This is an optimization exercise on Yosys and OpenROAD, whose aim is small area, a short achievable clock period and few clock cycles per item, not a production implementation.
Where RTL was checked, it was by simulation tests only, not by an equivalence proof against the original.
Only the layout flow was run in runs 3 and 4; the RTL was not checked for function there.
No activity file was given, so power comes from the tool's default toggle rates.

===== flow/config.mk =====
export PLATFORM = sky130hd
export DESIGN_NAME = MatrixMultiplier
export DESIGN_NICKNAME = MatrixMultiplier
export VERILOG_FILES = /design/flow/design.v
export SDC_FILE = /design/flow/constraint.sdc
export NUM_CORES = 4
export LEC_CHECK = 0
export ABC_CLOCK_PERIOD_IN_PS = 2500
export CAP_MARGIN = 20
export CORE_MARGIN = 2
export CORE_UTILIZATION = 70
export SETUP_SLACK_MARGIN = 2.0
export SLEW_MARGIN = 20
export TNS_END_PERCENT = 20

===== flow/constraint.sdc =====
create_clock -name core_clock -period 5.5 [get_ports {CLK}]
set_input_delay 1.1000 -clock core_clock [delete_from_list [all_inputs] [get_ports {CLK}]]
set_output_delay 1.1000 -clock core_clock [all_outputs]
set_load 0.01 [all_outputs]

===== flow/design.v =====
module FSM(
    input  wire CLK,
    input  wire NRST,
    input  wire START,
    output reg  RUN,      
    output reg  DONE,     
    output wire IDLE
);
assign IDLE = ~RUN;
always @(posedge CLK or negedge NRST) begin
    if (!NRST) begin
        RUN  <= 1'b0;
        DONE <= 1'b0;
    end else begin
        RUN  <= RUN | START;
        DONE <= RUN;
    end
end
endmodule
module Multiplier(
    input  wire [7:0]  A,
    input  wire [7:0]  B,
    output wire [15:0] P
);
assign P = $signed(A) * $signed(B);
endmodule
module Accumulator(
    input  wire         CLK,
    input  wire         CLR,     
    input  wire         HOLD,    
    input  wire [7:0]   A,
    input  wire [7:0]   B,
    output wire [16:0]  OUT
);
wire [16:0] OUTv;
wire [7:0] Ag = A & {8{~HOLD}};
wire EN = ~HOLD;
reg st_0_0;
reg st_0_1;
reg st_1_0;
reg st_2_0;
reg st_3_0;
reg st_4_0;
reg st_5_0;
reg st_5_1;
reg st_6_0;
reg st_6_1;
reg st_7_0;
reg st_7_1;
reg st_8_0;
reg st_8_1;
reg st_9_0;
reg st_9_1;
reg st_10_0;
reg st_10_1;
reg st_11_0;
reg st_11_1;
reg st_12_0;
reg st_12_1;
reg st_13_0;
reg st_13_1;
reg st_14_0;
reg st_14_1;
reg st_15_0;
reg st_16_0;
wire pp_0_0 = (Ag[0] & B[0]);
wire pp_0_1 = (Ag[0] & B[1]);
wire pp_0_2 = (Ag[0] & B[2]);
wire pp_0_3 = (Ag[0] & B[3]);
wire pp_0_4 = (Ag[0] & B[4]);
wire pp_0_5 = (Ag[0] & B[5]);
wire pp_0_6 = (Ag[0] & B[6]);
wire pp_0_7 = ~(Ag[0] & B[7]);
wire pp_1_0 = (Ag[1] & B[0]);
wire pp_1_1 = (Ag[1] & B[1]);
wire pp_1_2 = (Ag[1] & B[2]);
wire pp_1_3 = (Ag[1] & B[3]);
wire pp_1_4 = (Ag[1] & B[4]);
wire pp_1_5 = (Ag[1] & B[5]);
wire pp_1_6 = (Ag[1] & B[6]);
wire pp_1_7 = ~(Ag[1] & B[7]);
wire pp_2_0 = (Ag[2] & B[0]);
wire pp_2_1 = (Ag[2] & B[1]);
wire pp_2_2 = (Ag[2] & B[2]);
wire pp_2_3 = (Ag[2] & B[3]);
wire pp_2_4 = (Ag[2] & B[4]);
wire pp_2_5 = (Ag[2] & B[5]);
wire pp_2_6 = (Ag[2] & B[6]);
wire pp_2_7 = ~(Ag[2] & B[7]);
wire pp_3_0 = (Ag[3] & B[0]);
wire pp_3_1 = (Ag[3] & B[1]);
wire pp_3_2 = (Ag[3] & B[2]);
wire pp_3_3 = (Ag[3] & B[3]);
wire pp_3_4 = (Ag[3] & B[4]);
wire pp_3_5 = (Ag[3] & B[5]);
wire pp_3_6 = (Ag[3] & B[6]);
wire pp_3_7 = ~(Ag[3] & B[7]);
wire pp_4_0 = (Ag[4] & B[0]);
wire pp_4_1 = (Ag[4] & B[1]);
wire pp_4_2 = (Ag[4] & B[2]);
wire pp_4_3 = (Ag[4] & B[3]);
wire pp_4_4 = (Ag[4] & B[4]);
wire pp_4_5 = (Ag[4] & B[5]);
wire pp_4_6 = (Ag[4] & B[6]);
wire pp_4_7 = ~(Ag[4] & B[7]);
wire pp_5_0 = (Ag[5] & B[0]);
wire pp_5_1 = (Ag[5] & B[1]);
wire pp_5_2 = (Ag[5] & B[2]);
wire pp_5_3 = (Ag[5] & B[3]);
wire pp_5_4 = (Ag[5] & B[4]);
wire pp_5_5 = (Ag[5] & B[5]);
wire pp_5_6 = (Ag[5] & B[6]);
wire pp_5_7 = ~(Ag[5] & B[7]);
wire pp_6_0 = (Ag[6] & B[0]);
wire pp_6_1 = (Ag[6] & B[1]);
wire pp_6_2 = (Ag[6] & B[2]);
wire pp_6_3 = (Ag[6] & B[3]);
wire pp_6_4 = (Ag[6] & B[4]);
wire pp_6_5 = (Ag[6] & B[5]);
wire pp_6_6 = (Ag[6] & B[6]);
wire pp_6_7 = ~(Ag[6] & B[7]);
wire pp_7_0 = ~(Ag[7] & B[0]);
wire pp_7_1 = ~(Ag[7] & B[1]);
wire pp_7_2 = ~(Ag[7] & B[2]);
wire pp_7_3 = ~(Ag[7] & B[3]);
wire pp_7_4 = ~(Ag[7] & B[4]);
wire pp_7_5 = ~(Ag[7] & B[5]);
wire pp_7_6 = ~(Ag[7] & B[6]);
wire pp_7_7 = (Ag[7] & B[7]);
wire sg_0 = OUTv[0] & ~CLR;
wire sg_1 = OUTv[1] & ~CLR;
wire sg_2 = OUTv[2] & ~CLR;
wire sg_3 = OUTv[3] & ~CLR;
wire sg_4 = OUTv[4] & ~CLR;
wire sg_5 = OUTv[5] & ~CLR;
wire sg_6 = OUTv[6] & ~CLR;
wire sg_7 = OUTv[7] & ~CLR;
wire sg_8 = OUTv[8] & ~CLR;
wire sg_9 = OUTv[9] & ~CLR;
wire sg_10 = OUTv[10] & ~CLR;
wire sg_11 = OUTv[11] & ~CLR;
wire sg_12 = OUTv[12] & ~CLR;
wire sg_13 = OUTv[13] & ~CLR;
wire sg_14 = OUTv[14] & ~CLR;
wire sg_15 = OUTv[15] & ~CLR;
wire sg_16 = OUTv[16] & ~CLR;
wire s1 = sg_1 ^ pp_0_1 ^ pp_1_0;
wire c2 = (sg_1 & pp_0_1) | (sg_1 & pp_1_0) | (pp_0_1 & pp_1_0);
wire s3 = sg_2 ^ pp_0_2 ^ pp_1_1;
wire c4 = (sg_2 & pp_0_2) | (sg_2 & pp_1_1) | (pp_0_2 & pp_1_1);
wire s5 = pp_2_0 ^ c2 ^ s3;
wire c6 = (pp_2_0 & c2) | (pp_2_0 & s3) | (c2 & s3);
wire s7 = sg_3 ^ pp_0_3 ^ pp_1_2;
wire c8 = (sg_3 & pp_0_3) | (sg_3 & pp_1_2) | (pp_0_3 & pp_1_2);
wire s9 = pp_2_1 ^ pp_3_0 ^ c4;
wire c10 = (pp_2_1 & pp_3_0) | (pp_2_1 & c4) | (pp_3_0 & c4);
wire s11 = s7 ^ c6 ^ s9;
wire c12 = (s7 & c6) | (s7 & s9) | (c6 & s9);
wire s13 = sg_4 ^ pp_0_4 ^ pp_1_3;
wire c14 = (sg_4 & pp_0_4) | (sg_4 & pp_1_3) | (pp_0_4 & pp_1_3);
wire s15 = pp_2_2 ^ pp_3_1 ^ pp_4_0;
wire c16 = (pp_2_2 & pp_3_1) | (pp_2_2 & pp_4_0) | (pp_3_1 & pp_4_0);
wire s17 = c8 ^ s13 ^ s15;
wire c18 = (c8 & s13) | (c8 & s15) | (s13 & s15);
wire s19 = c10 ^ s17 ^ c12;
wire c20 = (c10 & s17) | (c10 & c12) | (s17 & c12);
wire s21 = sg_5 ^ pp_0_5 ^ pp_1_4;
wire c22 = (sg_5 & pp_0_5) | (sg_5 & pp_1_4) | (pp_0_5 & pp_1_4);
wire s23 = pp_2_3 ^ pp_3_2 ^ pp_4_1;
wire c24 = (pp_2_3 & pp_3_2) | (pp_2_3 & pp_4_1) | (pp_3_2 & pp_4_1);
wire s25 = pp_5_0 ^ c14 ^ c16;
wire c26 = (pp_5_0 & c14) | (pp_5_0 & c16) | (c14 & c16);
wire s27 = s21 ^ s23 ^ c18;
wire c28 = (s21 & s23) | (s21 & c18) | (s23 & c18);
wire s29 = s25 ^ s27;
wire c30 = s25 & s27;
wire s31 = sg_6 ^ pp_0_6 ^ pp_1_5;
wire c32 = (sg_6 & pp_0_6) | (sg_6 & pp_1_5) | (pp_0_6 & pp_1_5);
wire s33 = pp_2_4 ^ pp_3_3 ^ pp_4_2;
wire c34 = (pp_2_4 & pp_3_3) | (pp_2_4 & pp_4_2) | (pp_3_3 & pp_4_2);
wire s35 = pp_5_1 ^ pp_6_0 ^ c22;
wire c36 = (pp_5_1 & pp_6_0) | (pp_5_1 & c22) | (pp_6_0 & c22);
wire s37 = c24 ^ s31 ^ s33;
wire c38 = (c24 & s31) | (c24 & s33) | (s31 & s33);
wire s39 = c26 ^ s35 ^ s37;
wire c40 = (c26 & s35) | (c26 & s37) | (s35 & s37);
wire s41 = c28 ^ s39;
wire c42 = c28 & s39;
wire s43 = pp_0_7 ^ pp_1_6 ^ pp_2_5;
wire c44 = (pp_0_7 & pp_1_6) | (pp_0_7 & pp_2_5) | (pp_1_6 & pp_2_5);
wire s45 = pp_3_4 ^ pp_4_3 ^ pp_5_2;
wire c46 = (pp_3_4 & pp_4_3) | (pp_3_4 & pp_5_2) | (pp_4_3 & pp_5_2);
wire s47 = pp_6_1 ^ pp_7_0 ^ sg_7;
wire c48 = (pp_6_1 & pp_7_0) | (pp_6_1 & sg_7) | (pp_7_0 & sg_7);
wire s49 = c32 ^ c34 ^ s43;
wire c50 = (c32 & c34) | (c32 & s43) | (c34 & s43);
wire s51 = s45 ^ s47 ^ c36;
wire c52 = (s45 & s47) | (s45 & c36) | (s47 & c36);
wire s53 = c38 ^ s49 ^ s51;
wire c54 = (c38 & s49) | (c38 & s51) | (s49 & s51);
wire s55 = c40 ^ c42;
wire c56 = c40 & c42;
wire s57 = 1'b1 ^ pp_1_7 ^ pp_2_6;
wire c58 = (1'b1 & pp_1_7) | (1'b1 & pp_2_6) | (pp_1_7 & pp_2_6);
wire s59 = pp_3_5 ^ pp_4_4 ^ pp_5_3;
wire c60 = (pp_3_5 & pp_4_4) | (pp_3_5 & pp_5_3) | (pp_4_4 & pp_5_3);
wire s61 = pp_6_2 ^ pp_7_1 ^ sg_8;
wire c62 = (pp_6_2 & pp_7_1) | (pp_6_2 & sg_8) | (pp_7_1 & sg_8);
wire s63 = c44 ^ c46 ^ s57;
wire c64 = (c44 & c46) | (c44 & s57) | (c46 & s57);
wire s65 = s59 ^ c48 ^ s61;
wire c66 = (s59 & c48) | (s59 & s61) | (c48 & s61);
wire s67 = c50 ^ s63 ^ s65;
wire c68 = (c50 & s63) | (c50 & s65) | (s63 & s65);
wire s69 = c52 ^ c54 ^ s67;
wire c70 = (c52 & c54) | (c52 & s67) | (c54 & s67);
wire s71 = pp_2_7 ^ pp_3_6 ^ pp_4_5;
wire c72 = (pp_2_7 & pp_3_6) | (pp_2_7 & pp_4_5) | (pp_3_6 & pp_4_5);
wire s73 = pp_5_4 ^ pp_6_3 ^ pp_7_2;
wire c74 = (pp_5_4 & pp_6_3) | (pp_5_4 & pp_7_2) | (pp_6_3 & pp_7_2);
wire s75 = sg_9 ^ c58 ^ c60;
wire c76 = (sg_9 & c58) | (sg_9 & c60) | (c58 & c60);
wire s77 = s71 ^ s73 ^ c62;
wire c78 = (s71 & s73) | (s71 & c62) | (s73 & c62);
wire s79 = c64 ^ s75 ^ c66;
wire c80 = (c64 & s75) | (c64 & c66) | (s75 & c66);
wire s81 = s77 ^ c68 ^ s79;
wire c82 = (s77 & c68) | (s77 & s79) | (c68 & s79);
wire s83 = pp_3_7 ^ pp_4_6 ^ pp_5_5;
wire c84 = (pp_3_7 & pp_4_6) | (pp_3_7 & pp_5_5) | (pp_4_6 & pp_5_5);
wire s85 = pp_6_4 ^ pp_7_3 ^ sg_10;
wire c86 = (pp_6_4 & pp_7_3) | (pp_6_4 & sg_10) | (pp_7_3 & sg_10);
wire s87 = c72 ^ c74 ^ s83;
wire c88 = (c72 & c74) | (c72 & s83) | (c74 & s83);
wire s89 = s85 ^ c76 ^ c78;
wire c90 = (s85 & c76) | (s85 & c78) | (c76 & c78);
wire s91 = s87 ^ c80 ^ s89;
wire c92 = (s87 & c80) | (s87 & s89) | (c80 & s89);
wire s93 = pp_4_7 ^ pp_5_6 ^ pp_6_5;
wire c94 = (pp_4_7 & pp_5_6) | (pp_4_7 & pp_6_5) | (pp_5_6 & pp_6_5);
wire s95 = pp_7_4 ^ sg_11 ^ c84;
wire c96 = (pp_7_4 & sg_11) | (pp_7_4 & c84) | (sg_11 & c84);
wire s97 = s93 ^ c86 ^ c88;
wire c98 = (s93 & c86) | (s93 & c88) | (c86 & c88);
wire s99 = s95 ^ c90 ^ s97;
wire c100 = (s95 & c90) | (s95 & s97) | (c90 & s97);
wire s101 = pp_5_7 ^ pp_6_6 ^ pp_7_5;
wire c102 = (pp_5_7 & pp_6_6) | (pp_5_7 & pp_7_5) | (pp_6_6 & pp_7_5);
wire s103 = sg_12 ^ c94 ^ s101;
wire c104 = (sg_12 & c94) | (sg_12 & s101) | (c94 & s101);
wire s105 = c96 ^ s103 ^ c98;
wire c106 = (c96 & s103) | (c96 & c98) | (s103 & c98);
wire s107 = pp_6_7 ^ pp_7_6 ^ sg_13;
wire c108 = (pp_6_7 & pp_7_6) | (pp_6_7 & sg_13) | (pp_7_6 & sg_13);
wire s109 = c102 ^ s107 ^ c104;
wire c110 = (c102 & s107) | (c102 & c104) | (s107 & c104);
wire s111 = pp_7_7 ^ sg_14 ^ c108;
wire c112 = (pp_7_7 & sg_14) | (pp_7_7 & c108) | (sg_14 & c108);
wire s113 = 1'b1 ^ sg_15 ^ c112;
wire c114 = (1'b1 & sg_15) | (1'b1 & c112) | (sg_15 & c112);
wire s115 = 1'b1 ^ sg_16 ^ c114;
wire c116 = (1'b1 & sg_16) | (1'b1 & c114) | (sg_16 & c114);
always @(posedge CLK) begin
    st_0_0 <= sg_0;
    st_0_1 <= pp_0_0;
    st_1_0 <= s1;
    st_2_0 <= s5;
    st_3_0 <= s11;
    st_4_0 <= s19;
    st_5_0 <= c20;
    st_5_1 <= s29;
    st_6_0 <= c30;
    st_6_1 <= s41;
    st_7_0 <= s53;
    st_7_1 <= s55;
    st_8_0 <= c56;
    st_8_1 <= s69;
    st_9_0 <= c70;
    st_9_1 <= s81;
    st_10_0 <= c82;
    st_10_1 <= s91;
    st_11_0 <= c92;
    st_11_1 <= s99;
    st_12_0 <= c100;
    st_12_1 <= s105;
    st_13_0 <= s109;
    st_13_1 <= c106;
    st_14_0 <= s111;
    st_14_1 <= c110;
    st_15_0 <= s113;
    st_16_0 <= s115;
end
wire [16:0] r0 = {st_16_0, st_15_0, st_14_0, st_13_0, st_12_0, st_11_0, st_10_0, st_9_0, st_8_0, st_7_0, st_6_0, st_5_0, st_4_0, st_3_0, st_2_0, st_1_0, st_0_0};
wire [16:0] r1 = {1'b0, 1'b0, st_14_1, st_13_1, st_12_1, st_11_1, st_10_1, st_9_1, st_8_1, st_7_1, st_6_1, st_5_1, 1'b0, 1'b0, 1'b0, 1'b0, st_0_1};
wire [16:0] r2 = {1'b0, 1'b0, 1'b0, 1'b0, 1'b0, 1'b0, 1'b0, 1'b0, 1'b0, 1'b0, 1'b0, 1'b0, 1'b0, 1'b0, 1'b0, 1'b0, 1'b0};
assign OUTv = r0 + r1;
assign OUT = OUTv;
endmodule
module MatrixMultiplier(
input   wire            CLK,
input   wire            NRST,  
input   wire            START,
input   wire    [7:0]   A,
input   wire    [7:0]   B,
output  wire    [16:0]  OUT,
output  wire            OUT_STROBE
);
wire run, done, idle;
FSM U1(.CLK(CLK), .NRST(NRST), .START(START), .RUN(run), .DONE(done), .IDLE(idle));
Accumulator U3(.CLK(CLK), .CLR(idle), .HOLD(done), .A(A), .B(B), .OUT(OUT));
assign OUT_STROBE = done;
endmodule

===== flow/flow/run.sh =====
#!/bin/bash
# Standard ORFS layout with these changes:
#  - flow/fapol.py then picks each full adder's polarity (a full adder is self-dual) and
#    swaps single-output gates for their complements, so that few inverters remain between
#    adders; registers and ports are untouched by both;
#  - the port buffers are buf_1 (sized up by repair as needed) instead of the delay-cell
#    buffer that buffer_ports picks by default.
set -euo pipefail
R=orfs/results/sky130hd/MatrixMultiplier/base
bash standard.sh synth > standard_synth.log 2>&1
cp $R/1_2_yosys.v yosys_netlist_orig.v
python3 flow/unfactor.py yosys_netlist_orig.v netlist_unfactor.v > unfactor.log 2>&1
python3 flow/fapol.py netlist_unfactor.v $R/1_2_yosys.v > fapol.log 2>&1
rm -f $R/1_synth.odb $R/1_synth.sdc
bash standard.sh synth > standard_synth2.log 2>&1
bash standard.sh "BUFFER_PORTS_ARGS=-buffer_cell sky130_fd_sc_hd__buf_1" finish > standard_finish.log 2>&1

===== flow/flow/fapol.py =====
#!/usr/bin/env python3
"""Choose the polarity of each full adder in a Yosys netlist so that fewer inverters are needed.

A full adder is self-dual: inverting its three inputs inverts both outputs.  Yosys's
extract_fa picks each adder's polarity from whatever form ABC left the logic in, and puts
an inverter wherever two adders disagree.  This pass flips adders (swapping the nets on
their pins for the opposite-polarity nets) to minimise the inverters, then removes the
inverters left without loads.  Registers, ports and all other cells are untouched.

usage: fapol.py IN.v OUT.v
"""
import re, sys
from collections import defaultdict

src = open(sys.argv[1]).read()
OUTPINS = {'X', 'Y', 'Q', 'Q_N', 'SUM', 'COUT', 'HI', 'LO'}
cell_re = re.compile(r'^(\s*)(sky130_fd_sc_hd__\w+)\s+(\S+)\s*\((.*?)\);\n', re.S | re.M)
pin_re = re.compile(r'\.(\w+)\(\s*(.*?)\s*\)(?=\s*,|\s*$)', re.S)

cells = []   # [type, name, {pin: net}, order]
spans = []
for m in cell_re.finditer(src):
    pins = {}
    order = []
    for pm in pin_re.finditer(m.group(4)):
        pins[pm.group(1)] = pm.group(2).strip()
        order.append(pm.group(1))
    cells.append([m.group(2), m.group(3), pins, order])
    spans.append((m.start(), m.end()))
head = src[:spans[0][0]]
tail = src[spans[-1][1]:]
# port nets
ports = set()
for m in re.finditer(r'^\s*(input|output)\s+(\[(\d+):(\d+)\]\s+)?(\S+);', head, re.M):
    nm = m.group(5)
    if m.group(2):
        hi, lo = int(m.group(3)), int(m.group(4))
        for i in range(min(hi, lo), max(hi, lo) + 1):
            ports.add(f'{nm}[{i}]')
    ports.add(nm)

def is_inv(t): return re.match(r'sky130_fd_sc_hd__(clk)?inv_\d+$', t) is not None
COMP = {}
for a, b in [('nand2', 'and2'), ('nor2', 'or2'), ('nand3', 'and3'), ('nor3', 'or3'),
             ('nand4', 'and4'), ('nor4', 'or4'), ('xor2', 'xnor2'), ('a21oi', 'a21o'),
             ('o21ai', 'o21a'), ('a22oi', 'a22o'), ('o22ai', 'o22a'), ('a211oi', 'a211o'),
             ('o211ai', 'o211a'), ('a31oi', 'a31o'), ('o31ai', 'o31a'), ('a32oi', 'a32o'),
             ('nor2b', 'or2b'), ('nand2b', 'and2b'), ('xor3', 'xnor3')]:
    COMP[a] = b
    COMP[b] = a
def outpin(base):
    if base in ('xor2', 'xor3'):
        return 'X'
    if base in ('xnor2', 'xnor3'):
        return 'X' if base == 'xnor3' else 'Y'
    return 'Y' if (base.endswith('i') or base.startswith('n')) else 'X'
def swappable(t):
    m = re.match(r'sky130_fd_sc_hd__(\w+?)_(\d+)$', t)
    return m is not None and m.group(1) in COMP
def is_fa(t): return re.match(r'sky130_fd_sc_hd__fa_\d+$', t) is not None

driver = {}
for ci, (t, n, pins, _) in enumerate(cells):
    for p, net in pins.items():
        if p in OUTPINS:
            driver[net] = (ci, p)

def root(net):
    par = 0
    chain = [(net, 0)]
    while net in driver and is_inv(cells[driver[net][0]][0]):
        net = cells[driver[net][0]][2]['A']
        par ^= 1
        chain.append((net, par))
    return net, par

# consumers: (ci, pin) of non-inverter cells
roots = {}
cons = defaultdict(list)   # root -> [(ci, pin, parity)]
chainnets = defaultdict(dict)  # root -> {net: parity}
for ci, (t, n, pins, _) in enumerate(cells):
    for p, net in pins.items():
        if p in OUTPINS:
            continue
        r, par = root(net)
        if is_inv(t):
            continue
        cons[r].append((ci, p, par))
for net in list(driver.keys()) + list(ports):
    r, par = root(net)
    chainnets[r][net] = par
for r in list(cons.keys()):
    chainnets[r][r] = 0

# frozen roots: chain touches a port, or root not driven by a cell
frozen = set()
for r, nets in chainnets.items():
    if r not in driver or any(x in ports for x in nets):
        frozen.add(r)

fas = [ci for ci, c in enumerate(cells) if is_fa(c[0])]
flip = {ci: 0 for ci in fas}
for r in frozen:
    if r in driver and driver[r][0] in flip:
        del flip[driver[r][0]]   # its output polarity is pinned

def produced(r):
    if r in driver and driver[r][0] in flip:
        return flip[driver[r][0]]
    return 0

def root_cost(r):
    needs = set()
    for ci, p, par in cons[r]:
        q = par ^ (flip.get(ci, 0))
        # stored parity par is relative to the original netlist, where r carries r^0
        needs.add(q)
    if r in frozen:
        have = set(chainnets[r].values())
        return len(needs - have) + sum(1 for x, v in chainnets[r].items() if v == 1 and x != r)
    if r in driver and swappable(cells[driver[r][0]][0]) and r not in ports:
        return 1 if len(needs) > 1 else 0
    P = produced(r)
    return 1 if (needs - {P}) else 0

rootset = set(cons.keys()) | set(chainnets.keys())
def total():
    return sum(root_cost(r) for r in rootset)

# roots each FA touches
touch = defaultdict(set)
for r in rootset:
    for ci, p, par in cons[r]:
        if ci in flip:
            touch[ci].add(r)
    if r in driver and driver[r][0] in flip:
        touch[driver[r][0]].add(r)

before = total()
# start from a 2-colouring of the adder-to-adder connections: flip[X] ^ flip[Y] should equal
# the parity of the inverter chain between them (then that link needs no inverter)
adj = defaultdict(list)
for r in rootset:
    if r in driver and driver[r][0] in flip:
        x = driver[r][0]
        for ci, p, par in cons[r]:
            if ci in flip:
                adj[x].append((ci, par))
                adj[ci].append((x, par))
seen = {}
comps = []
for s0 in flip:
    if s0 in seen:
        continue
    seen[s0] = 0
    comp = [s0]
    stack = [s0]
    while stack:
        x = stack.pop()
        for y, par in adj[x]:
            if y not in seen:
                seen[y] = seen[x] ^ par
                comp.append(y)
                stack.append(y)
    comps.append(comp)
for comp in comps:
    best = None
    for g in (0, 1):
        for x in comp:
            flip[x] = seen[x] ^ g
        c = total()
        if best is None or c < best[0]:
            best = (c, g)
    for x in comp:
        flip[x] = seen[x] ^ best[1]
improved = True
while improved:
    improved = False
    for ci in flip:
        rs = touch[ci]
        c0 = sum(root_cost(r) for r in rs)
        flip[ci] ^= 1
        c1 = sum(root_cost(r) for r in rs)
        if c1 < c0:
            improved = True
        else:
            flip[ci] ^= 1
after = total()

# rewrite
newcells = []
swapped = [0]
ninv = [0]
invnet = {}
def get_inv(net):
    if net not in invnet:
        ninv[0] += 1
        nn = f'_fapol_n{ninv[0]}_'
        newcells.append(['sky130_fd_sc_hd__inv_1', f'_fapol_i{ninv[0]}_', {'A': net, 'Y': nn}, ['A', 'Y']])
        invnet[net] = nn
    return invnet[net]

for r in rootset:
    if r in frozen:
        have = {}
        for x, v in chainnets[r].items():
            have.setdefault(v, x)
        for ci, p, par in cons[r]:
            q = par ^ flip.get(ci, 0)
            if q in have:
                cells[ci][2][p] = have[q]
            else:
                cells[ci][2][p] = get_inv(have[1 - q])
        continue
    P = produced(r)
    needs = set(par ^ flip.get(ci, 0) for ci, p, par in cons[r])
    if r in driver and swappable(cells[driver[r][0]][0]) and needs == {1}:
        dc = cells[driver[r][0]]
        m = re.match(r'sky130_fd_sc_hd__(\w+?)_(\d+)$', dc[0])
        base = m.group(1); nb = COMP[base]
        op, np_ = outpin(base), outpin(nb)
        assert dc[2][op] == r
        dc[0] = f'sky130_fd_sc_hd__{nb}_1'
        del dc[2][op]; dc[2][np_] = r
        dc[3] = [np_ if x == op else x for x in dc[3]]
        swapped[0] += 1
        P = 1
    for ci, p, par in cons[r]:
        q = par ^ flip.get(ci, 0)
        cells[ci][2][p] = r if q == P else get_inv(r)

# drop inverters without loads (repeat for chains)
used = defaultdict(int)
allcells = cells + newcells
dead = set()
while True:
    used = defaultdict(int)
    for k, c in enumerate(allcells):
        if k in dead:
            continue
        for p, net in c[2].items():
            if p not in OUTPINS:
                used[net] += 1
    more = False
    for k, c in enumerate(allcells):
        if k in dead or not is_inv(c[0]):
            continue
        y = c[2]['Y']
        if used[y] == 0 and y not in ports:
            dead.add(k); more = True
    if not more:
        break

kept_inv = sum(1 for k, c in enumerate(allcells) if k not in dead and is_inv(c[0]))
orig_inv = sum(1 for c in cells if is_inv(c[0]))
out = [head]
decl = ''.join(f'  wire {nn};\n' for nn in invnet.values())
out[0] = head.rstrip('\n') + '\n' + decl if decl else head
for k, (t, n, pins, order) in enumerate(allcells):
    if k in dead:
        continue
    body = ',\n'.join(f'    .{p}({pins[p]})' for p in order)
    # keep a space after escaped identifiers
    body = re.sub(r'(\\\S+)\)', r'\1 )', body)
    out.append(f'  {t} {n} (\n{body}\n  );\n')
out.append(tail)
open(sys.argv[2], 'w').write(''.join(out))
print(f'fapol: {len(fas)} full adders, {sum(flip.values())} flipped, {swapped[0]} gates swapped; inverters {orig_inv} -> {kept_inv} (cost {before} -> {after})', file=sys.stderr)

===== flow/flow/unfactor.py =====
#!/usr/bin/env python3
"""Fold the gating of an input port into the gates that use it.

ABC shares the hold gating of each operand bit (g = a & ~hold) between the eight
partial-product gates that use it, which puts a gate with eight loads between the input
port and the adder tree.  This pass gives each partial-product gate the gating input
itself (g & b becomes and3(a, b, en); ~(g & b) becomes nand3(a, b, en)), with en = ~hold
from one new inverter, and removes the shared gates.  Registers and ports are untouched.

usage: unfactor.py IN.v OUT.v
"""
import re, sys
from collections import defaultdict

src = open(sys.argv[1]).read()
OUTPINS = {'X', 'Y', 'Q', 'Q_N', 'SUM', 'COUT', 'HI', 'LO'}
cell_re = re.compile(r'^(\s*)(sky130_fd_sc_hd__\w+)\s+(\S+)\s*\((.*?)\);\n', re.S | re.M)
pin_re = re.compile(r'\.(\w+)\(\s*(.*?)\s*\)(?=\s*,|\s*$)', re.S)
cells = []
spans = []
for m in cell_re.finditer(src):
    pins = {}
    order = []
    for pm in pin_re.finditer(m.group(4)):
        pins[pm.group(1)] = pm.group(2).strip()
        order.append(pm.group(1))
    cells.append([m.group(2), m.group(3), pins, order])
    spans.append((m.start(), m.end()))
head = src[:spans[0][0]]
tail = src[spans[-1][1]:]
inputs = set()
for m in re.finditer(r'^\s*input\s+(\[(\d+):(\d+)\]\s+)?(\S+);', head, re.M):
    nm = m.group(4)
    if m.group(1):
        for i in range(min(int(m.group(2)), int(m.group(3))), max(int(m.group(2)), int(m.group(3))) + 1):
            inputs.add(f'{nm}[{i}]')
    else:
        inputs.add(nm)

def base(t):
    return re.match(r'sky130_fd_sc_hd__(\w+?)_(\d+)$', t).group(1)

loads = defaultdict(list)
for ci, c in enumerate(cells):
    for p, n in c[2].items():
        if p not in OUTPINS:
            loads[n].append((ci, p))

dead = set()
newcells = []
newwires = []
en_of = {}   # hold net -> en net
folded = 0
for gi, g in enumerate(cells):
    if base(g[0]) != 'nor2b':
        continue
    h, a = g[2]['A'], g[2]['B_N']        # Y = ~h & a
    if a not in inputs:
        continue
    y = g[2]['Y']
    ls = loads[y]
    bufs = []
    # look through buffers ABC put after the shared gate
    while len(ls) == 1 and re.match(r'(clk)?buf$', base(cells[ls[0][0]][0])):
        bufs.append(ls[0][0])
        ls = loads[cells[ls[0][0]][2]['X']]
    if not ls or any(base(cells[ci][0]) not in ('and2', 'nand2') for ci, p in ls):
        continue
    if h not in en_of:
        en = f'_unf_en{len(en_of)}_'
        newwires.append(en)
        newcells.append(['sky130_fd_sc_hd__inv_1', f'_unf_i{len(en_of)}_', {'A': h, 'Y': en}, ['A', 'Y']])
        en_of[h] = en
    en = en_of[h]
    for ci, p in ls:
        c = cells[ci]
        other = c[2]['B' if p == 'A' else 'A']
        if base(c[0]) == 'and2':
            c[0] = 'sky130_fd_sc_hd__and3_1'
            c[2] = {'A': a, 'B': other, 'C': en, 'X': c[2]['X']}
            c[3] = ['A', 'B', 'C', 'X']
        else:
            c[0] = 'sky130_fd_sc_hd__nand3_1'
            c[2] = {'A': a, 'B': other, 'C': en, 'Y': c[2]['Y']}
            c[3] = ['A', 'B', 'C', 'Y']
        folded += 1
    dead.add(gi)
    dead.update(bufs)

out = [head.rstrip('\n') + '\n' + ''.join(f'  wire {w};\n' for w in newwires)]
for k, (t, n, pins, order) in enumerate(cells + newcells):
    if k in dead:
        continue
    body = ',\n'.join(f'    .{p}({pins[p]})' for p in order)
    body = re.sub(r'(\\\S+)\)', r'\1 )', body)
    out.append(f'  {t} {n} (\n{body}\n  );\n')
out.append(tail)
open(sys.argv[2], 'w').write(''.join(out))
print(f'unfactor: {len(dead)} shared gating gates removed, {folded} gates given the gating input', file=sys.stderr)

===== flow/standard.sh =====
#!/bin/bash
# synth_recipe.tcl (not shown) runs the flow's synth.tcl, then flattens the netlist and writes it again
# the make line also repeats each setting of config.mk as NAME=value (left out here)
make -C /OpenROAD-flow-scripts/flow DESIGN_CONFIG=/design/flow/config.mk WORK_HOME=/design/flow/orfs CLKGATE_MAP_FILE= SYNTH_SCRIPT=/design/flow/synth_recipe.tcl "${@:-finish}"

==> flow_metrics.tcl, run 1 <==
set metrics [dict create \
    cp_cell_sequence "buf_1 > and3_1 > fa_1 > fa_1 > fa_1 > fa_2 > fa_1" \
    synth_area_per_cell_sq_um 11.1 \
    place.gp.congestion 0.904 \
    gr-usage-met2_pct 46.6 \
    ys_warn_count 2 \
    cp_max_fo 8 \
    diodes 0 \
    grt_use_met3_pct 2.96 \
    min_period_over_period_pct 61.8 \
    worst_pin_slew_ns 0.519 \
    die_area_sq_um 4690 \
    grt.overflow.total 0 \
    clock_skew_ns 0.0123 \
    status "complete, no violations" \
    worstPathArrival_ns 3.57 \
    grt_use_met1_pct 45.2 \
    crit_path_end_kind "register" \
    cp-start-kind "primary input" \
    pin_count 37 \
    critical_path_buf_inv_count 1 \
    hpwlAfterDp_microns 5100 \
    die_x_microns 68.5 \
    finalCriticalPeriod_ns 3.40 \
    crit_start "B[4]" \
    rows 23 \
    grt_util_all_layers_pct 29.8 \
    post-cts-setup-buffers 0 \
    cp_slowest_cell "fa_1" \
    tritoncts "done" \
    initial_core_util_pct 72.8 \
    wirelength_microns 6230 \
    wire_per_inst_microns 17.7 \
    maxCapViolCount 0 \
    multi_input_area_sq_um 2300 \
    drive_above_1_share_pct 9.24 \
    powerDensity_nw_per_um2 569 \
    drtIter0Drc 112 \
    finalSetupTns_ns 0 \
    grt_pass1_wl_microns 9900 \
    root_buffer "clkbuf_8" \
    antenna_found_initial 0 \
    cts_num_sinks 30 \
    cts.path.max_buffers 2 \
    cpPeakStageDelay_ns 0.46 \
    p_leak_nw 1.58 \
    cts_buffers 5 \
    r2r_end "U3.st_8_1" \
    portBuffers 36 \
    setup_viol 0 \
    drcViolationCount 0 \
    grt_start_max_net_pins 65 \
    cts.reportedPaths.clkPinSlew_ns 0.07 \
    crit_family "adder cells" \
    slew_viol_final 0 \
    via_per_inst 5.99 \
    antenna_left 0 \
    worstSetupPathType "primary input to register" \
    areaGrowthSynthToFinish_pct 12.2 \
    die_y_microns 68.5 \
    synthesis.nets 352 \
    fmax_ghz 0.294 \
    nNetsFinal 391 \
    worst_ep_required_time_ns 5.67 \
    hold_violations 0 \
    clk_latency_ns 0.29 \
    top_usage_layer "met2" \
    cpMostUsedCell "fa_1" \
    power_mw 1.86 \
    seq_area_sq_um 611 \
    fillers 259 \
    grt_pass1_vias 1991 \
    synthCells 263 \
    r2r-start "U3.st_7_1" \
    drt_first_pass_iters 4 \
    via_count 2114 \
    syn-cell-area_sq_um 2910 \
    cts_max_level 2 \
    peakVddDrop_mv 0.327 \
    rsz0062_at_grt "false" \
    reg2reg_depth 9 \
    hold_path.class "primary input to async pin" \
    r2r_slack_ns 2.10 \
    relSlewSlack_pct 65.4 \
    core_sq_um 4000 \
]
==> final cells by class <==
cell class | count | share of cell area (%)
Clock buffer | 7 | 2.64
Tap cell | 50 | 1.92
Sequential cell | 30 | 18.7
Clock inverter | 1 | 0.920
Inverter | 9 | 1.03
Multi-Input combinational cell | 219 | 70.4
Timing Repair Buffer | 37 | 4.41
==> report_power, final <==
part           internal, mW  total, mW  leakage [nW]  switching [mW]
Combinational         0.539       1.25          1.27           0.709
Clock                 0.147      0.229        0.0585          0.0813
Sequential            0.326      0.380         0.251          0.0536
==> metal layers <==
metal	wire (microns)	share of wire [%]
met1	2910	47
met2	2950	47
met3	302	4.8
met4	70	1.1
met5	0	0
==> worst max-delay path by stage <==
| stage | cells past startpoint | end | slack [ns] |
|---|---|---|---|
| after floorplan | 6 | U3.st_8_1 | 2.05 |
| after global placement | 7 | U3.st_8_1 | 1.80 |
| after detailed placement | 7 | U3.st_8_1 | 1.73 |
| after CTS | 10 | U3.st_8_1 | 2.03 |
| after global routing | 10 | U3.st_8_1 | 1.99 |
| final | 7 | U3.st_8_1 | 2.10 |
==> metrics by stage <==
stage / utilization (%) / area (sq um) / hold WS, ns / instances / setup slack (ns)
floorplan: - / 2910 / 0.352 / 263 / 2.05
global placement: 77.1 / 3080 / 0.598 / 345 / 1.80
detailed placement: 77.1 / 3080 / 0.629 / 345 / 1.73
CTS: 80.1 / 3200 / 0.587 / 353 / 2.03
global route: 81.6 / 3260 / 0.599 / 353 / 1.99
finish: 81.6 / 3260 / 0.586 / 353 / 2.10
==> cells in the final DEF, fill, tap and decap left out, types with 2 or more instances in the layout <==
cell      instances
buf_1            35
a31oi_1           2
ha_4              2
inv_1             9
dfxtp_1          28
ha_1             15
clkbuf_8          6
nand2_1          11
o22ai_1           2
nand4_1           2
a21o_1            2
o21ai_0           3
o21ai_2           2
nor2_1            3
nand3_1          17
xnor2_1          10
xor2_1            5
fa_1             51
dfrtp_1           2
a21oi_1           6
and2_1           14
and3_1           49
==> what timing repair did <==
action,in CTS,in global routing
hold buffers,0,0
resized for setup,1,12
pin swaps,0,1
endpoints found under the setup margin,1,5
Testbench counts, summed over its fixed seeds: cycles 4,800, items 2,400.
==> run 2: changes to the inputs <==
--- a/flow/config.mk
+++ b/flow/config.mk
@@ -5,10 +5,11 @@
 export SDC_FILE = /design/flow/constraint.sdc
 export NUM_CORES = 4
 export LEC_CHECK = 0
-export ABC_CLOCK_PERIOD_IN_PS = 2500
 export CAP_MARGIN = 20
 export CORE_MARGIN = 2
 export CORE_UTILIZATION = 70
+export CTS_CLUSTER_DIAMETER = 200
+export CTS_CLUSTER_SIZE = 32
 export SETUP_SLACK_MARGIN = 2.0
 export SLEW_MARGIN = 20
 export TNS_END_PERCENT = 20
==> run 2 against run 1 <==
Largest power group unchanged. First-iteration DRC count increased by 26%. Largest cell class unchanged. Clock power decreased by 21%. Worst setup slack got worse by 0.045 ns. Highest routed layer unchanged.
==> flow_metrics.tcl, run 2 <==
set metrics [dict create \
    reg2reg_depth 9 \
    utilization_pct 80.6 \
    cp_slowest_cell "fa_1" \
    worst_hold_slack_ns 0.585 \
    fmax_ghz 0.290 \
    final_common_cell "fa_1" \
    r2r-start "U3.st_7_1" \
    tritoncts "done" \
    grt_use_met3_pct 8.88 \
    synth_area_per_cell_sq_um 11.1 \
    via_count 2119 \
    grt_util_all_layers_pct 29.8 \
    wirelength_microns 6110 \
    worst_ep_required_time_ns 5.66 \
    nNetsFinal 392 \
    cpPeakStageDelay_ns 0.46 \
    worstSetupPathType "primary input to register" \
    antenna_found_initial 0 \
    root_buffer "clkbuf_8" \
    antenna_left 0 \
    power_mw 1.80 \
    fillers 270 \
    die_area_sq_um 4690 \
    seq_area_sq_um 612 \
    grt_pass1_wl_microns 9870 \
    min_period_over_period_pct 62.7 \
    placed_area_sq_um 3080 \
    core_sq_um 4000 \
    clk_latency_ns 0.28 \
    die_y_microns 68.5 \
    diodes 0 \
    rsz0062_at_grt "true" \
    critical_path_buf_inv_count 1 \
    cp_num_cells 7 \
    post-place-ws_ns 1.77 \
    gr-usage-met2_pct 45.9 \
    relSlewSlack_pct 65.1 \
    grt_start_max_net_pins 65 \
    drcViolationCount 0 \
    peakVddDrop_mv 0.312 \
    slew_viol_final 0 \
    cts.reportedPaths.clkPinSlew_ns 0.07 \
    cp-start-kind "primary input" \
    synthesis.nets 352 \
    wire_per_inst_microns 17.3 \
    crit_family "adder cells" \
    place.gp.congestion 0.906 \
    cts_buffers 5 \
    design_area_sq_um 3230 \
    rows 23 \
    ys_warn_count 2 \
    dp.cells 345 \
    cts.path.max_buffers 2 \
    crit_path_end_kind "register" \
    cpMostUsedCell "fa_1" \
    status "complete, no violations" \
    top_usage_layer "met2" \
    cts_num_sinks 30 \
    finalCriticalPeriod_ns 3.45 \
    p_leak_nw 1.58 \
    drt_first_pass_iters 4 \
    multi_input_area_sq_um 2280 \
    via_per_inst 5.99 \
    clock_skew_ns 0.00713 \
    areaGrowthSynthToFinish_pct 10.8 \
    finalSetupTns_ns 0 \
    r2r_slack_ns 2.10 \
    worst_pin_slew_ns 0.523 \
    drive_above_1_share_pct 8.55 \
    grt.overflow.total 0 \
    final_cell_mix "fa_1 (52), and3_1 (49), buf_1 (36)" \
    hpwlAfterDp_microns 4990 \
    worstPathArrival_ns 3.61 \
    grt_use_met1_pct 41.5 \
    synthCells 263 \
    hold_path.class "primary input to async pin" \
    syn-cell-area_sq_um 2910 \
    finalWorstSetupSlack_ns 2.05 \
    pin_count 37 \
    cp_max_fo 8 \
    final_cells 354 \
    powerDensity_nw_per_um2 557 \
    hold_violations 0 \
    drtIter0Drc 141 \
    r2r_end "U3.st_8_1" \
    setup_viol 0 \
    grt_pass1_vias 2079 \
    maxCapViolCount 0 \
    cp_cell_sequence "buf_1 > and3_4 > fa_1 > fa_1 > fa_1 > fa_1 > fa_1" \
    die_x_microns 68.5 \
    portBuffers 36 \
    initial_core_util_pct 72.8 \
    cts_max_level 2 \
]
## run 2: layout make-up
type | count | area share [%]
Sequential cell | 30 | 19.0
Clock buffer | 7 | 2.68
Inverter | 9 | 1.05
Timing Repair Buffer | 38 | 4.65
Clock inverter | 1 | 0.155
Tap cell | 50 | 1.94
Multi-Input combinational cell | 219 | 70.6
## run 2: power breakdown
group	leakage [nW]	internal, mW	switching, mW
sequential	0.252	0.326	0.0505
clock	0.0482	0.101	0.0799
combinational	1.28	0.541	0.696
## run 2: worst max path at each step
stage                          from   endpoint  slack [ns]
final                          B[5]  U3.st_8_1        2.05
after global routing      U3.st_0_0  U3.st_8_1        1.94
after CTS                 U3.st_6_1  U3.st_8_1        2.01
after detailed placement       B[5]  U3.st_8_1        1.77
after global placement         B[5]  U3.st_8_1        1.80
after floorplan                B[5]  U3.st_8_1        2.05
## run 2: timing repair
item	in CTS	in global routing
buffers inserted	0	1
resized for setup	0	9
hold endpoints to repair	0	0
endpoints found under the setup margin	0	6
hold buffers	0	0
## run 2: routing by layer
layer	wire, microns	vias to the layer above	share of wire [%]
met5	0	-	0
met4	68	0	1.1
met3	420	8	6.9
met2	2820	72	46
met1	2800	1039	46
li1	-	1000	-
## run 2: worst register-to-register path, stage by stage (launching register included)
cell	delay (ns)
dfxtp_1	0.30
ha_1	0.36
inv_1	0.11
o221a_4	0.33
xnor2_2	0.15
and2_4	0.17
fa_1	0.51
fa_1	0.43
fa_1	0.51
fa_1	0.41
==> run 3: changes to the inputs <==
--- a/flow/design.v
+++ b/flow/design.v
@@ -127,23 +127,23 @@
 wire pp_7_5 = ~(Ag[7] & B[5]);
 wire pp_7_6 = ~(Ag[7] & B[6]);
 wire pp_7_7 = (Ag[7] & B[7]);
-wire sg_0 = OUTv[0] & ~CLR;
-wire sg_1 = OUTv[1] & ~CLR;
-wire sg_2 = OUTv[2] & ~CLR;
-wire sg_3 = OUTv[3] & ~CLR;
-wire sg_4 = OUTv[4] & ~CLR;
-wire sg_5 = OUTv[5] & ~CLR;
-wire sg_6 = OUTv[6] & ~CLR;
-wire sg_7 = OUTv[7] & ~CLR;
-wire sg_8 = OUTv[8] & ~CLR;
-wire sg_9 = OUTv[9] & ~CLR;
-wire sg_10 = OUTv[10] & ~CLR;
-wire sg_11 = OUTv[11] & ~CLR;
-wire sg_12 = OUTv[12] & ~CLR;
-wire sg_13 = OUTv[13] & ~CLR;
-wire sg_14 = OUTv[14] & ~CLR;
-wire sg_15 = OUTv[15] & ~CLR;
-wire sg_16 = OUTv[16] & ~CLR;
+wire sg_0 = OUTv[0];
+wire sg_1 = OUTv[1];
+wire sg_2 = OUTv[2];
+wire sg_3 = OUTv[3];
+wire sg_4 = OUTv[4];
+wire sg_5 = OUTv[5];
+wire sg_6 = OUTv[6];
+wire sg_7 = OUTv[7];
+wire sg_8 = OUTv[8];
+wire sg_9 = OUTv[9];
+wire sg_10 = OUTv[10];
+wire sg_11 = OUTv[11];
+wire sg_12 = OUTv[12];
+wire sg_13 = OUTv[13];
+wire sg_14 = OUTv[14];
+wire sg_15 = OUTv[15];
+wire sg_16 = OUTv[16];
 wire s1 = sg_1 ^ pp_0_1 ^ pp_1_0;
 wire c2 = (sg_1 & pp_0_1) | (sg_1 & pp_1_0) | (pp_0_1 & pp_1_0);
 wire s3 = sg_2 ^ pp_0_2 ^ pp_1_1;
@@ -293,7 +293,7 @@
 wire [16:0] r0 = {st_16_0, st_15_0, st_14_0, st_13_0, st_12_0, st_11_0, st_10_0, st_9_0, st_8_0, st_7_0, st_6_0, st_5_0, st_4_0, st_3_0, st_2_0, st_1_0, st_0_0};
 wire [16:0] r1 = {1'b0, 1'b0, st_14_1, st_13_1, st_12_1, st_11_1, st_10_1, st_9_1, st_8_1, st_7_1, st_6_1, st_5_1, 1'b0, 1'b0, 1'b0, 1'b0, st_0_1};
 wire [16:0] r2 = {1'b0, 1'b0, 1'b0, 1'b0, 1'b0, 1'b0, 1'b0, 1'b0, 1'b0, 1'b0, 1'b0, 1'b0, 1'b0, 1'b0, 1'b0, 1'b0, 1'b0};
-assign OUTv = r0 + r1;
+assign OUTv = (r0 & {17{~CLR}}) + (r1 & {17{~CLR}});
 assign OUT = OUTv;
 endmodule
 module MatrixMultiplier(
--- a/flow/config.mk
+++ b/flow/config.mk
@@ -7,9 +7,6 @@
 export LEC_CHECK = 0
 export CAP_MARGIN = 20
 export CORE_MARGIN = 2
-export CORE_UTILIZATION = 70
-export CTS_CLUSTER_DIAMETER = 200
-export CTS_CLUSTER_SIZE = 32
+export CORE_UTILIZATION = 60
 export SETUP_SLACK_MARGIN = 2.0
 export SLEW_MARGIN = 20
-export TNS_END_PERCENT = 20
==> run 3 against run 2 <==
Still clean on timing, DRC and antenna. Wire length rose by 21%. Global-route usage fell by 3.3 points. Sequential share of layout area shrank 2.8 points. Critical path depth grew 4. Register-to-register slack lost 0.38 ns. Flip-flop and latch count stayed put. Fmax down 10%. Core utilization shrank 5.3 points. Critical path type is now register to output port.
==> flow_metrics.tcl, run 3 <==
set metrics [dict create \
    cp_cell_sequence "buf_6 > buf_6 > and2_4 > ha_4 > a21oi_2 > nor2b_1 > o21ai_1 > nand2_1 > a311o_1 > xnor2_1 > buf_2" \
    cp_slowest_cell "dfrtp_4" \
    die_area_sq_um 5730 \
    cpMostUsedCell "buf_6" \
    wirelength_microns 7390 \
    r2r_end "U3.st_8_1" \
    via_count 2281 \
    pin_count 37 \
    finalSetupTns_ns 0 \
    critical_path_buf_inv_count 3 \
    clock_skew_ns 0.00602 \
    r2r-start "U1.RUN" \
    fmax_ghz 0.261 \
    worstSetupPathType "register to output port" \
    finalCriticalPeriod_ns 3.84 \
    place.gp.congestion 0.799 \
    via_per_inst 5.67 \
    root_buffer "clkbuf_8" \
    die_x_microns 75.7 \
    hold_violations 0 \
    design_area_sq_um 3800 \
    syn-cell-area_sq_um 3080 \
    slew_viol_final 0 \
    grt.overflow.total 0 \
    grt_util_all_layers_pct 26.5 \
    drt_first_pass_iters 4 \
    worst_ep_required_time_ns 4.40 \
    wire_per_inst_microns 18.4 \
    grt_pass1_vias 2152 \
    cts.path.max_buffers 2 \
    die_y_microns 75.7 \
    maxCapViolCount 0 \
    setup_viol 0 \
    final_common_cell "and3_1" \
    synthCells 290 \
    synthesis.nets 378 \
    cpPeakStageDelay_ns 0.52 \
    worst_hold_slack_ns 0.584 \
    initial_core_util_pct 61.1 \
    status "complete, no violations" \
    min_period_over_period_pct 69.7 \
    areaGrowthSynthToFinish_pct 23.3 \
    cts_max_level 2 \
    crit_path_end_kind "output port" \
    synth_area_per_cell_sq_um 10.6 \
    drcViolationCount 0 \
    p_leak_nw 1.74 \
    hold_path.class "primary input to async pin" \
    grt_start_max_net_pins 65 \
    final_cell_mix "and3_1 (50), fa_1 (44), dfxtp_1 (28)" \
    rsz0062_at_grt "true" \
    utilization_pct 75.4 \
    ys_warn_count 2 \
    placed_area_sq_um 3250 \
    postCtsHoldBufs 0 \
    relSlewSlack_pct 68.1 \
    crit_family "compound AO/OA/AOI/OAI gates" \
    hpwlAfterDp_microns 5030 \
    cts_buffers 5 \
    worstPathArrival_ns 2.74 \
    antenna_left 0 \
    r2r_slack_ns 1.72 \
    nNetsFinal 419 \
    cp_max_fo 7 \
    core_sq_um 5040 \
    clk_latency_ns 0.29 \
    cts.reportedPaths.clkPinSlew_ns 0.07 \
    diodes 0 \
    reg2reg_depth 11 \
    drive_above_1_share_pct 29.5 \
    tritoncts "done" \
    drtIter0Drc 120 \
    cts_num_sinks 30 \
    grt_pass1_wl_microns 11000 \
    cp-start-kind "register" \
    peakVddDrop_mv 0.330 \
    portBuffers 36 \
    powerDensity_nw_per_um2 586 \
    worst_pin_slew_ns 0.478 \
    antenna_found_initial 0 \
    rows 26 \
]
run 3: cell types whose count changed in the layout (fill, tap and decap cells not counted), sizes merged, moves of 3 or more:
cell and change:
buf +16, and2 +10, xor2 +6, a21o +3, a21oi +3, xnor2 -3
run 3: repair_timing:
action | 4_1_cts | 5_1_grt
setup endpoints to repair | 33 | 26
resized for setup | 43 | 27
hold endpoints to repair | 0 | 0
setup buffers | 15 | 3
pin swaps | 25 | 22
run 3: worst max path at each step:
stage | from | end | slack, ns | cells past startpoint
floorplan | U1.RUN | U3.st_8_1 | 1.82 | 12
global placement | U1.RUN | U3.st_8_1 | 1.49 | 11
detailed placement | U1.RUN | U3.st_8_1 | 1.39 | 11
CTS | U1.RUN | OUT[13] | 1.80 | 10
global route | U1.RUN | OUT[15] | 1.63 | 11
finish | U1.RUN | OUT[15] | 1.66 | 11
run 3: final cells by class:
type | instances | area, sq um
multi-input cells | 230 | 2650
fillers | 337 | 1240
flip-flops and latches | 30 | 614
repair buffers | 55 | 304
well taps | 70 | 87.6
clock buffers | 5 | 68.8
clock inverters | 3 | 45.0
inverters | 9 | 33.8
run 3: worst register-to-register path: cells and delay by family (launching register included):
| kind | cells | cell delay [ns] |
|---|---|---|
| AND/OR/NAND/NOR | 4 | 0.69 |
| XOR/XNOR | 1 | 0.20 |
| buffers and inverters | 1 | 0.14 |
| flip-flops | 1 | 0.52 |
| adder cells (fa/ha/maj) | 5 | 2.10 |
run 3: through the flow:
stage	worst slack [ns]	std cells	power [mW]
detailed placement	1.39	376	1.55
finish	1.66	402	2.23
floorplan	1.82	290	1.40
CTS	1.80	399	2.05
global placement	1.49	376	1.52
global route	1.63	402	2.43
run 3: power breakdown:
| group | switching [mW] | total [mW] | internal (mW) |
|---|---|---|---|
| sequential | 0.0307 | 0.356 | 0.325 |
| clock | 0.0907 | 0.225 | 0.135 |
| combinational | 0.839 | 1.65 | 0.807 |
| total | 0.960 | 2.23 | 1.27 |
run 3: layer usage:
layer	vias up	routed length (microns)	GRT usage, %
met5	-	0	0
met4	0	170	8.97
met3	16	272	2.65
met2	77	3350	39.9
met1	1140	3600	40.5
li1	1048	-	-
==> run 4: changes to the inputs <==
--- a/flow/design.v
+++ b/flow/design.v
@@ -42,7 +42,6 @@
 reg st_3_0;
 reg st_4_0;
 reg st_5_0;
-reg st_5_1;
 reg st_6_0;
 reg st_6_1;
 reg st_7_0;
@@ -127,23 +126,23 @@
 wire pp_7_5 = ~(Ag[7] & B[5]);
 wire pp_7_6 = ~(Ag[7] & B[6]);
 wire pp_7_7 = (Ag[7] & B[7]);
-wire sg_0 = OUTv[0];
-wire sg_1 = OUTv[1];
-wire sg_2 = OUTv[2];
-wire sg_3 = OUTv[3];
-wire sg_4 = OUTv[4];
-wire sg_5 = OUTv[5];
-wire sg_6 = OUTv[6];
-wire sg_7 = OUTv[7];
-wire sg_8 = OUTv[8];
-wire sg_9 = OUTv[9];
-wire sg_10 = OUTv[10];
-wire sg_11 = OUTv[11];
-wire sg_12 = OUTv[12];
-wire sg_13 = OUTv[13];
-wire sg_14 = OUTv[14];
-wire sg_15 = OUTv[15];
-wire sg_16 = OUTv[16];
+wire sg_0 = OUTv[0] & ~CLR;
+wire sg_1 = OUTv[1] & ~CLR;
+wire sg_2 = OUTv[2] & ~CLR;
+wire sg_3 = OUTv[3] & ~CLR;
+wire sg_4 = OUTv[4] & ~CLR;
+wire sg_5 = OUTv[5] & ~CLR;
+wire sg_6 = OUTv[6] & ~CLR;
+wire sg_7 = OUTv[7] & ~CLR;
+wire sg_8 = OUTv[8] & ~CLR;
+wire sg_9 = OUTv[9] & ~CLR;
+wire sg_10 = OUTv[10] & ~CLR;
+wire sg_11 = OUTv[11] & ~CLR;
+wire sg_12 = OUTv[12] & ~CLR;
+wire sg_13 = OUTv[13] & ~CLR;
+wire sg_14 = OUTv[14] & ~CLR;
+wire sg_15 = OUTv[15] & ~CLR;
+wire sg_16 = OUTv[16] & ~CLR;
 wire s1 = sg_1 ^ pp_0_1 ^ pp_1_0;
 wire c2 = (sg_1 & pp_0_1) | (sg_1 & pp_1_0) | (pp_0_1 & pp_1_0);
 wire s3 = sg_2 ^ pp_0_2 ^ pp_1_1;
@@ -172,8 +171,8 @@
 wire c26 = (pp_5_0 & c14) | (pp_5_0 & c16) | (c14 & c16);
 wire s27 = s21 ^ s23 ^ c18;
 wire c28 = (s21 & s23) | (s21 & c18) | (s23 & c18);
-wire s29 = s25 ^ s27;
-wire c30 = s25 & s27;
+wire s29 = s25 ^ s27 ^ c20;
+wire c30 = (s25 & s27) | (s25 & c20) | (s27 & c20);
 wire s31 = sg_6 ^ pp_0_6 ^ pp_1_5;
 wire c32 = (sg_6 & pp_0_6) | (sg_6 & pp_1_5) | (pp_0_6 & pp_1_5);
 wire s33 = pp_2_4 ^ pp_3_3 ^ pp_4_2;
@@ -267,10 +266,9 @@
     st_2_0 <= s5;
     st_3_0 <= s11;
     st_4_0 <= s19;
-    st_5_0 <= c20;
-    st_5_1 <= s29;
-    st_6_0 <= c30;
-    st_6_1 <= s41;
+    st_5_0 <= s29;
+    st_6_0 <= s41;
+    st_6_1 <= c30;
     st_7_0 <= s53;
     st_7_1 <= s55;
     st_8_0 <= c56;
@@ -291,9 +289,9 @@
     st_16_0 <= s115;
 end
 wire [16:0] r0 = {st_16_0, st_15_0, st_14_0, st_13_0, st_12_0, st_11_0, st_10_0, st_9_0, st_8_0, st_7_0, st_6_0, st_5_0, st_4_0, st_3_0, st_2_0, st_1_0, st_0_0};
-wire [16:0] r1 = {1'b0, 1'b0, st_14_1, st_13_1, st_12_1, st_11_1, st_10_1, st_9_1, st_8_1, st_7_1, st_6_1, st_5_1, 1'b0, 1'b0, 1'b0, 1'b0, st_0_1};
+wire [16:0] r1 = {1'b0, 1'b0, st_14_1, st_13_1, st_12_1, st_11_1, st_10_1, st_9_1, st_8_1, st_7_1, st_6_1, 1'b0, 1'b0, 1'b0, 1'b0, 1'b0, st_0_1};
 wire [16:0] r2 = {1'b0, 1'b0, 1'b0, 1'b0, 1'b0, 1'b0, 1'b0, 1'b0, 1'b0, 1'b0, 1'b0, 1'b0, 1'b0, 1'b0, 1'b0, 1'b0, 1'b0};
-assign OUTv = (r0 & {17{~CLR}}) + (r1 & {17{~CLR}});
+assign OUTv = r0 + r1;
 assign OUT = OUTv;
 endmodule
 module MatrixMultiplier(
==> run 4 against run 3 <==
Fmax up 12%. Core utilization down 5.6 points. Wire length down 14%. Area after synthesis down 5.5%. Flip-flop and latch count down 1.
==> flow_metrics.tcl, run 4 <==
set metrics [dict create \
    status "complete, no violations" \
    drive_above_1_share_pct 8.89 \
    die_area_sq_um 5430 \
    grt_pass1_wl_microns 10200 \
    peakVddDrop_mv 0.340 \
    tritoncts "done" \
    postCtsHoldBufs 0 \
    final_common_cell "fa_1" \
    cp_max_fo 8 \
    maxCapViolCount 0 \
    drt-met1-wl_microns 3290 \
    hold_path.class "primary input to async pin" \
    grt_start_max_net_pins 33 \
    worst_pin_slew_ns 0.601 \
    fmax_ghz 0.292 \
    min_period_over_period_pct 62.2 \
    rsz0062_at_grt "true" \
    die_x_microns 73.7 \
    slew_viol_final 0 \
    place.gp.congestion 0.857 \
    cts_max_level 2 \
    relSlewSlack_pct 59.9 \
    via_per_inst 5.89 \
    powerDensity_nw_per_um2 550 \
    cts_num_sinks 29 \
    finalCriticalPeriod_ns 3.42 \
    die_y_microns 73.7 \
    grt_util_all_layers_pct 25.6 \
    rows 25 \
    ys_warn_count 2 \
    core_sq_um 4690 \
    drtIter0Drc 140 \
    finalSetupTns_ns 0 \
    via_count 2175 \
    wirelength_microns 6350 \
    clk_latency_ns 0.29 \
    worst_ep_required_time_ns 5.67 \
    grt.overflow.total 0 \
    diodes 0 \
    final_cell_mix "fa_1 (52), and3_1 (50), buf_1 (30)" \
    hpwlAfterDp_microns 4880 \
    antenna_left 0 \
    grt_pass1_vias 2047 \
    cts.path.max_buffers 2 \
    p_leak_nw 1.60 \
    nNetsFinal 401 \
    synthesis.nets 356 \
    setup_viol 0 \
    top_layer_used "met4" \
    hold_violations 0 \
    portBuffers 36 \
    worstPathArrival_ns 3.58 \
    utilization_pct 69.8 \
    pin_count 37 \
    areaGrowthSynthToFinish_pct 12.3 \
    synthCells 269 \
    cts.reportedPaths.clkPinSlew_ns 0.06 \
    drcViolationCount 0 \
    synth_area_per_cell_sq_um 10.8 \
    cp-start-kind "primary input" \
    route.met3.wl_microns 337 \
    wl_met2_microns 2640 \
    syn-cell-area_sq_um 2910 \
    cts_buffers 5 \
    drt_first_pass_iters 4 \
    wire_per_inst_microns 17.2 \
    clock_skew_ns 0.00627 \
    initial_core_util_pct 62.1 \
    antenna_found_initial 0 \
    root_buffer "clkbuf_8" \
    fillers 393 \
    worstSetupPathType "primary input to register" \
    crit_path_end_kind "register" \
]
-- run 4: metal layers --
metal	vias up	global-route usage, %
met1	1048	40.9
li1	1046	-
met5	-	0
met4	0	8.48
met2	73	34.4
met3	8	5.21
-- run 4: layout make-up --
| class | instances | area, sq um | area share [%] |
|---|---|---|---|
| Timing Repair Buffer | 40 | 173 | 5.28 |
| Clock buffer | 7 | 86.3 | 2.64 |
| Inverter | 9 | 37.5 | 1.15 |
| Multi-Input combinational cell | 227 | 2270 | 69.5 |
| Clock inverter | 1 | 30.0 | 0.917 |
| Tap cell | 54 | 67.6 | 2.06 |
| Sequential cell | 29 | 592 | 18.1 |
| Timing Repair inverter | 2 | 12.5 | 0.382 |
-- run 4: path summary, 6_finish.rpt --
check,cells past startpoint,end,startpoint,slack [ns]
setup / recovery,7,U3.st_8_1,B[4],2.08
hold / removal,1,U1.DONE,NRST,0.58
setup reg to reg,6,U3.st_8_1,U1.DONE,2.10
hold reg to reg,2,U3.st_0_0,U3.st_0_0,0.62
max in group asynchronous,1,U1.RUN,NRST,4.80
min in group core_clock,2,U3.st_0_0,U3.st_0_0,0.62
-- run 4: critical path: stages --
cell and delay, ns:
buf_1 0.16, and3_1 0.22, fa_1 0.38, fa_1 0.40
fa_1 0.46, fa_1 0.40, fa_1 0.45
-- run 4: power breakdown --
group	switching (mW)	leakage [nW]	internal (mW)
clock network	0.0817	0.0585	0.147
logic	0.671	1.30	0.534
registers	0.0488	0.244	0.317
-- run 4: what timing repair did --
| action | 4_1_cts | 5_1_grt |
|---|---|---|
| cloned | 1 | 1 |
| endpoints found under the setup margin | 7 | 7 |
| gates resized for setup | 2 | 10 |
| setup buffers | 0 | 4 |
| pin swaps | 0 | 1 |
| endpoints found under the hold margin | 0 | 0 |
-- run 4: per-stage QoR --
stage	hold slack (ns)	instance area, sq um	setup WS (ns)	cells	total power, mW
CTS	0.574	3220	1.97	364	1.80
global route	0.589	3270	1.94	369	2.00
finish	0.581	3270	2.08	369	1.80
floorplan	0.365	2920	2.04	269	1.27
global placement	0.611	3100	1.75	355	1.52
detailed placement	0.613	3100	1.66	355	1.56

==> re-timing with driven ports <==
No port has a modelled driver above. Below, the same layouts with a new extraction and two added sets of constraints.
Step 1, drivers: a clkbuf_16 drives CLK and a buf_2 each remaining input, both assumed.
Step 2 moves the port delays by t, midway between the first and last clock arrival at a register: inputs arrive t later, outputs are due t later. That takes back most of the time a late clock gives input paths.
Three values: ideal, step 1, step 2; two values: the first two.
run | t, ns | slack for setup (ns) | worst setup path after step 2 | latest minus earliest clock arrival (ns) | worst register clock-pin slew, ns
run 1 | 0.305 | 2.099 / 2.103 / 1.798 | input to register | 0.012 / 0.013 | 0.07 / 0.07
run 2 | 0.303 | 2.054 / 2.060 / 1.757 | input to register | 0.007 / 0.007 | 0.07 / 0.07
run 3 | 0.309 | 1.664 / 1.639 / 1.722 | register to register | 0.006 / 0.006 | 0.07 / 0.07
run 4 | 0.314 | 2.081 / 2.081 / 1.774 | input to register | 0.006 / 0.006 | 0.06 / 0.06
After both steps every run listed still meets setup and hold. For run 4, which loses most, drivers alone change the setup slack by 0.000 ns; drivers and shift together by -0.307 ns.
